Context: an optimization exercise on an open-source flow, tuned for small area, a short achievable clock period and few clock cycles per item. The choices shown serve that exercise and are no tape-out recipe. RTL that was checked went through simulation tests only; none was proved equivalent to the original. Power figures rest on the tool's default switching activity, not on a simulated workload.

// complex_multiplier
module complex_multiplier #(
    parameter INT_WIDTH = 8,
    parameter FRAC_WIDTH = 8
) (
    input wire clk,
    input wire rst,
    input wire signed [INT_WIDTH+FRAC_WIDTH-1:0] a_real,
    input wire signed [INT_WIDTH+FRAC_WIDTH-1:0] a_imag,
    input wire signed [INT_WIDTH+FRAC_WIDTH-1:0] b_real,
    input wire signed [INT_WIDTH+FRAC_WIDTH-1:0] b_imag,
    output wire signed [INT_WIDTH+FRAC_WIDTH-1:0] out_real,
    output wire signed [INT_WIDTH+FRAC_WIDTH-1:0] out_imag,
    input wire start,
    output reg done
);
  wire onen1, twon1;
  cm_enc0 u1 (.y2(b_real[1]), .y1(b_real[0]), .onen(onen1), .twon(twon1));
  wire onen2, twon2;
  cm_enc u2 (.y2(b_real[3]), .y1(b_real[2]), .y0(b_real[1]), .onen(onen2), .twon(twon2));
  wire onen3, twon3;
  cm_enc u3 (.y2(b_real[5]), .y1(b_real[4]), .y0(b_real[3]), .onen(onen3), .twon(twon3));
  wire onen4, twon4;
  cm_enc u4 (.y2(b_real[7]), .y1(b_real[6]), .y0(b_real[5]), .onen(onen4), .twon(twon4));
  wire onen5, twon5;
  cm_enc u5 (.y2(b_real[9]), .y1(b_real[8]), .y0(b_real[7]), .onen(onen5), .twon(twon5));
  wire onen6, twon6;
  cm_enc u6 (.y2(b_real[11]), .y1(b_real[10]), .y0(b_real[9]), .onen(onen6), .twon(twon6));
  wire onen7, twon7;
  cm_enc u7 (.y2(b_real[13]), .y1(b_real[12]), .y0(b_real[11]), .onen(onen7), .twon(twon7));
  wire onen8, twon8;
  cm_enc u8 (.y2(b_real[15]), .y1(b_real[14]), .y0(b_real[13]), .onen(onen8), .twon(twon8));
  wire onen9, twon9;
  cm_enc0 u9 (.y2(b_imag[1]), .y1(b_imag[0]), .onen(onen9), .twon(twon9));
  wire onen10, twon10;
  cm_enc u10 (.y2(b_imag[3]), .y1(b_imag[2]), .y0(b_imag[1]), .onen(onen10), .twon(twon10));
  wire onen11, twon11;
  cm_enc u11 (.y2(b_imag[5]), .y1(b_imag[4]), .y0(b_imag[3]), .onen(onen11), .twon(twon11));
  wire onen12, twon12;
  cm_enc u12 (.y2(b_imag[7]), .y1(b_imag[6]), .y0(b_imag[5]), .onen(onen12), .twon(twon12));
  wire onen13, twon13;
  cm_enc u13 (.y2(b_imag[9]), .y1(b_imag[8]), .y0(b_imag[7]), .onen(onen13), .twon(twon13));
  wire onen14, twon14;
  cm_enc u14 (.y2(b_imag[11]), .y1(b_imag[10]), .y0(b_imag[9]), .onen(onen14), .twon(twon14));
  wire onen15, twon15;
  ...
Size: roughly 1,800 cells after synthesis, about 97 flip-flops, about 20,000 um^2 of cells after synthesis.
Settings: LEC_CHECK=0, CAP_MARGIN=20, CORE_MARGIN=2, CORE_UTILIZATION=40, SETUP_SLACK_MARGIN=5.0, SLEW_MARGIN=20, SYNTH_HIERARCHICAL=1, SYNTH_MINIMUM_KEEP_SIZE=0; clock period 10.0 ns.
standard.sh (not shown) runs the stock make flow with config.mk's settings and CLKGATE_MAP_FILE= SYNTH_SCRIPT=/design/flow/synth_recipe.tcl, a recipe that flattens the netlist after the stock synthesis.
==> flow/flow/run.sh <==
#!/bin/bash
# The standard layout (the standard.sh, standard synthesis unchanged), with two
# placement/resizer settings changed: the input and output ports get a plain buffer
# (buf_4) instead of the resizer's default pick, and the resizer may swap a cell for one
# of another footprint when it repairs timing.
set -euo pipefail
bash standard.sh BUFFER_PORTS_ARGS="-buffer_cell sky130_fd_sc_hd__buf_4" MATCH_CELL_FOOTPRINT=0 finish > layout.log 2>&1
Next try:
--- a/flow/config.mk
+++ b/flow/config.mk
@@ -9,4 +9,5 @@
 export CORE_MARGIN = 2
-export CORE_UTILIZATION = 40
-export SETUP_SLACK_MARGIN = 5.0
+export CORE_UTILIZATION = 60
+export PLACE_DENSITY = 0.75
+export SETUP_SLACK_MARGIN = 4.8
 export SLEW_MARGIN = 20
The new run ran to the end with no violations.
Setup slack gets worse by 150 ps.
Combinational power fell by 7.5%.
Count of clock-buffer cells in the layout climbs by 1.
Routed wire length is lower by 14%.
Power came out lower by 6.2%.
Clock power went up by about 4%.
Via count shrinks by 3.4%.
Cell count decreases by 11%.
Function was not checked in any run of this note: the RTL went through the layout flow alone.

* * *

== run A ==
complex_multiplier, a different RTL version from the one above (not shown whole).
For scale: about 97 flip-flops, ~100 I/O pins, ~20000 um2 of cells after synthesis.
// complex_multiplier
module complex_multiplier #(
    parameter INT_WIDTH = 8,
    parameter FRAC_WIDTH = 8
) (
    input wire clk,
    input wire rst,
    input wire signed [INT_WIDTH+FRAC_WIDTH-1:0] a_real,
    input wire signed [INT_WIDTH+FRAC_WIDTH-1:0] a_imag,
    input wire signed [INT_WIDTH+FRAC_WIDTH-1:0] b_real,
    input wire signed [INT_WIDTH+FRAC_WIDTH-1:0] b_imag,
    output wire signed [INT_WIDTH+FRAC_WIDTH-1:0] out_real,
    output wire signed [INT_WIDTH+FRAC_WIDTH-1:0] out_imag,
    input wire start,
    output reg done
);
==> flow/config.mk <==
export PLATFORM = sky130hd
export DESIGN_NAME = complex_multiplier
export DESIGN_NICKNAME = complex_multiplier
export VERILOG_FILES = /design/flow/design.v
export SDC_FILE = /design/flow/constraint.sdc
export NUM_CORES = 4
export LEC_CHECK = 0
export CAP_MARGIN = 20
export CORE_MARGIN = 2
export CORE_UTILIZATION = 40
export CTS_BUF_LIST = sky130_fd_sc_hd__clkbuf_4 sky130_fd_sc_hd__clkbuf_8
export CTS_CLUSTER_SIZE = 30
export SETUP_SLACK_MARGIN = 4.8
export SLEW_MARGIN = 20
export SYNTH_HIERARCHICAL = 1
export SYNTH_MINIMUM_KEEP_SIZE = 0
==> flow/constraint.sdc <==
create_clock -name core_clock -period 10.0 [get_ports {clk}]
set_input_delay 2.0000 -clock core_clock [delete_from_list [all_inputs] [get_ports {clk}]]
set_output_delay 2.0000 -clock core_clock [all_outputs]
set_load 0.01 [all_outputs]
==> flow/flow/run.sh <==
#!/bin/bash
# The standard layout (the standard.sh, standard synthesis unchanged), with two
# placement/resizer settings changed: the input and output ports get a plain buffer
# (buf_2) instead of the resizer's default pick, and the resizer may swap a cell for one
# of another footprint when it repairs timing.
set -euo pipefail
bash standard.sh BUFFER_PORTS_ARGS="-buffer_cell sky130_fd_sc_hd__buf_2" MATCH_CELL_FOOTPRINT=0 finish > layout.log 2>&1
Both conditions hold for run A: the flow ran to the end and the final layout passed the timing, DRC and antenna checks.
Testbench counts of run A, summed over its fixed seeds: cycles 4,000, items 4,000.
Edits applied to the flow inputs when going from run A to run B:
- a change of SETUP_SLACK_MARGIN from 4.8 to 4.7
==> flow/flow/run.sh <==
#!/bin/bash
# The standard layout (the standard.sh, standard synthesis unchanged), with two
# placement/resizer settings changed: the input and output ports get a plain buffer
# (buf_4) instead of the resizer's default pick, and the resizer may swap a cell for one
# of another footprint when it repairs timing.
set -euo pipefail
bash standard.sh BUFFER_PORTS_ARGS="-buffer_cell sky130_fd_sc_hd__buf_4" MATCH_CELL_FOOTPRINT=0 finish > layout.log 2>&1
[summary]
Global-route track usage on met2, run A and run B, higher one = run B. Wire length of the first global-routing pass was higher in the run labelled run A. Final wirelength: run B vs run A down about 6%. Run A → run B: setup slack up 14 ps; share of the final layout cell area in sequential cells rose 0.30 points; total clock network power shows an increase of about 3%.
Here is what was changed in the inputs of run C compared with run B.
- swapping sky130_fd_sc_hd__clkbuf_4 sky130_fd_sc_hd__clkbuf_8 for sky130_fd_sc_hd__clkbuf_8 in CTS_BUF_LIST
- swapping 4.7 for 4.8 in SETUP_SLACK_MARGIN
- putting CTS_CLUSTER_DIAMETER at 100 where nothing was set
- swapping 30 for 50 in CTS_CLUSTER_SIZE
### Flow results
Run B → run C: power density of the placed cells saw an increase, overall power shows an increase of 0.15 mW, global router's overall resource usage -0.36 points, met3 wire length picked up an extra about 2.2%. Count of vias placed by the detailed router in run C vs run B: up 0.63%. Diff run B -> run C | cell area | increase of about 1.3%. Layout-stage area growth over the synthesis result, run B and run C: smaller value in run B. Higher total detailed-routing wirelength goes to run B over run C.

* * *

complex_multiplier, a different RTL version from the one above (not shown whole).
Size: about 1,800 cells after synthesis, about 97 flip-flops, about 100 I/O pins.
Settings: LEC_CHECK=0, CAP_MARGIN=20, CORE_MARGIN=2, CORE_UTILIZATION=40, SETUP_SLACK_MARGIN=4.5, SLEW_MARGIN=20, SYNTH_HIERARCHICAL=1, SYNTH_MINIMUM_KEEP_SIZE=0; clock period 10.0 ns.
run.sh (not shown) runs the stock make flow with config.mk's settings and CLKGATE_MAP_FILE= SYNTH_SCRIPT=/design/flow/synth_recipe.tcl, a recipe that flattens the netlist after the stock synthesis.
Stock flow here: none of the scripts above is used.
Testbench counts at the start, summed over its fixed seeds: cycles 4,000, items 4,000.
Next try:
==> flow/flow/run.sh (new file) <==
#!/bin/bash
# The standard layout (the standard.sh, standard synthesis unchanged), with two
# placement/resizer settings changed: the input and output ports get a plain buffer
# (buf_4) instead of the resizer's default pick, and the resizer may swap a cell for one
# of another footprint when it repairs timing.
set -euo pipefail
bash standard.sh BUFFER_PORTS_ARGS="-buffer_cell sky130_fd_sc_hd__buf_4" MATCH_CELL_FOOTPRINT=0 finish > layout.log 2>&1
==> flow/standard.sh (new file) <==
#!/bin/bash
# synth_recipe.tcl (not shown) runs the flow's synth.tcl, then flattens the netlist and writes it again
# the make line also repeats each setting of config.mk as NAME=value (left out here)
make -C /OpenROAD-flow-scripts/flow DESIGN_CONFIG=/design/flow/config.mk WORK_HOME=/design/flow/orfs CLKGATE_MAP_FILE= SYNTH_SCRIPT=/design/flow/synth_recipe.tcl "${@:-finish}"
removed: flow/run.sh
- routed wire length drops by a few percent
- hold slack got worse by 0.29 ns
- combinational power decreases by a few percent
- non-clock buffer count shrinks by 60
- final area is lower by a few percent

* * *

RTL: one of the versions met above, not the one the previous note started from.
For scale: roughly 97 flip-flops, about 100 I/O pins, ~20,000 µm² of cells after synthesis.
==> flow/config.mk <==
export PLATFORM = sky130hd
export DESIGN_NAME = complex_multiplier
export DESIGN_NICKNAME = complex_multiplier
export VERILOG_FILES = /design/flow/design.v
export SDC_FILE = /design/flow/constraint.sdc
export NUM_CORES = 4
export LEC_CHECK = 0
export CAP_MARGIN = 20
export CORE_MARGIN = 2
export CORE_UTILIZATION = 40
export CTS_BUF_LIST = sky130_fd_sc_hd__clkbuf_4 sky130_fd_sc_hd__clkbuf_8
export CTS_CLUSTER_SIZE = 30
export SETUP_SLACK_MARGIN = 4.8
export SLEW_MARGIN = 20
export SYNTH_HIERARCHICAL = 1
export SYNTH_MINIMUM_KEEP_SIZE = 0
==> flow/constraint.sdc <==
create_clock -name core_clock -period 10.0 [get_ports {clk}]
set_input_delay 2.0000 -clock core_clock [delete_from_list [all_inputs] [get_ports {clk}]]
set_output_delay 2.0000 -clock core_clock [all_outputs]
set_load 0.01 [all_outputs]
standard.sh (not shown) runs the stock make flow with config.mk's settings and CLKGATE_MAP_FILE= SYNTH_SCRIPT=/design/flow/synth_recipe.tcl, a recipe that flattens the netlist after the stock synthesis.
==> flow/flow/run.sh <==
#!/bin/bash
# The standard layout (the standard.sh, standard synthesis unchanged), with two
# placement/resizer settings changed: the input and output ports get a plain buffer
# (buf_4) instead of the resizer's default pick, and the resizer may swap a cell for one
# of another footprint when it repairs timing.
set -euo pipefail
bash standard.sh BUFFER_PORTS_ARGS="-buffer_cell sky130_fd_sc_hd__buf_4" MATCH_CELL_FOOTPRINT=0 finish > layout.log 2>&1
The starting point produced a clean layout.
Testbench counts at the start, summed over its fixed seeds: cycles 4,000, items 4,000.
Change:
Settings changed: SETUP_SLACK_MARGIN 4.8 to 4.9.
=> Global-route usage goes up by 0.66 points; total power goes up by 1.6%; die area does not change; non-clock buffer count goes up by 5.
Change:
--- a/flow/flow/run.sh
+++ b/flow/flow/run.sh
@@ -5,3 +5,3 @@
 # of another footprint when it repairs timing.
 set -euo pipefail
-bash standard.sh BUFFER_PORTS_ARGS="-buffer_cell sky130_fd_sc_hd__buf_4" MATCH_CELL_FOOTPRINT=0 finish > layout.log 2>&1
+bash standard.sh BUFFER_PORTS_ARGS="-buffer_cell sky130_fd_sc_hd__buf_4" MATCH_CELL_FOOTPRINT=0 RECOVER_POWER=100 finish > layout.log 2>&1
Settings changed: SETUP_SLACK_MARGIN 4.9 to 4.8.
After rerunning: The changed run ran to the end with violations: max-capacitance violations, max-slew violations; maximum frequency went down by 29%; total power goes down by 7.4%; worst setup slack gets worse by 2.1 ns; routed wire length goes down by 5.7%; synthesized cell count is unchanged; die area stays the same; cell count falls by 0.41%; non-clock buffer count fell by 5.
Change:
--- a/flow/flow/run.sh
+++ b/flow/flow/run.sh
@@ -5,3 +5,3 @@
 # of another footprint when it repairs timing.
 set -euo pipefail
-bash standard.sh BUFFER_PORTS_ARGS="-buffer_cell sky130_fd_sc_hd__buf_4" MATCH_CELL_FOOTPRINT=0 RECOVER_POWER=100 finish > layout.log 2>&1
+bash standard.sh BUFFER_PORTS_ARGS="-buffer_cell sky130_fd_sc_hd__buf_4" MATCH_CELL_FOOTPRINT=0 finish > layout.log 2>&1
Settings changed: GPL_ROUTABILITY_DRIVEN from default to 0, PLACE_DENSITY from default to 0.7.
Now the flow went through all stages and came out clean.
Via count increases by 2.7%.
Worst hold slack gains 0.021 ns.
Setup slack gains 2.0 ns.
Synthesized area stays the same.
Cell area increases by about 1.1%.
Sequential share of layout area barely changes.

==> separate check: timing with driven ports <==
How much do the figures lean on ideal ports? The routed layouts below were timed once more, with nothing changed but the port constraints. Step 1 (the two cells are an assumption about what drives the block):
set clk [get_ports {clk}]
set_driving_cell -lib_cell sky130_fd_sc_hd__clkbuf_16 $clk
set_driving_cell -lib_cell sky130_fd_sc_hd__buf_2 [delete_from_list [all_inputs] $clk]
Step 2, shift: input delay + t, output delay - t, t = (earliest + latest rising clock arrival at the registers) / 2. This alone moves slack from input paths to output paths. a / b / c = ideal / step 1 / step 2; a / b = the first two.
| run | shift t [ns] | slack for setup (ns) | worst setup path after step 2 | worst data-port slew with drivers (ns) | pins driven straight from the clock port |
|---|---|---|---|---|---|
| the first run of note 1 | 0.440 | 4.954 / 4.707 / 4.268 | input to register | 0.36 | 1 |
| the second run of note 1 | 0.435 | 4.804 / 4.749 / 4.314 | input to register | 0.20 | 1 |
| run A | 0.481 | 4.734 / 4.763 / 4.282 | input to register | 0.12 | 1 |
| run B | 0.481 | 4.748 / 4.744 / 4.263 | input to register | 0.08 | 1 |
| run C | 0.478 | 4.829 / 4.772 / 4.294 | input to register | 0.23 | 1 |
| the first run of note 3 | 0.438 | 4.508 / 4.503 / 4.066 | input to register | 0.08 | 1 |
| the second run of note 3 | 0.438 | 4.555 / 4.528 / 4.090 | input to register | 0.08 | 1 |
| the first run of note 4 | 0.478 | 4.829 / 4.772 / 4.294 | input to register | 0.23 | 1 |
| the second run of note 4 | 0.493 | 4.887 / 4.761 / 4.267 | input to register | 0.24 | 1 |
| the third run of note 4 | 0.477 | 2.824 / 2.801 / 2.323 | input to register | 0.22 | 1 |
| the fourth run of note 4 | 0.469 | 4.805 / 4.787 / 4.318 | input to register | 0.10 | 1 |
The setup slack of the first run of note 1, which loses most, moves by -0.247 ns with the drivers and by -0.686 ns with both steps.
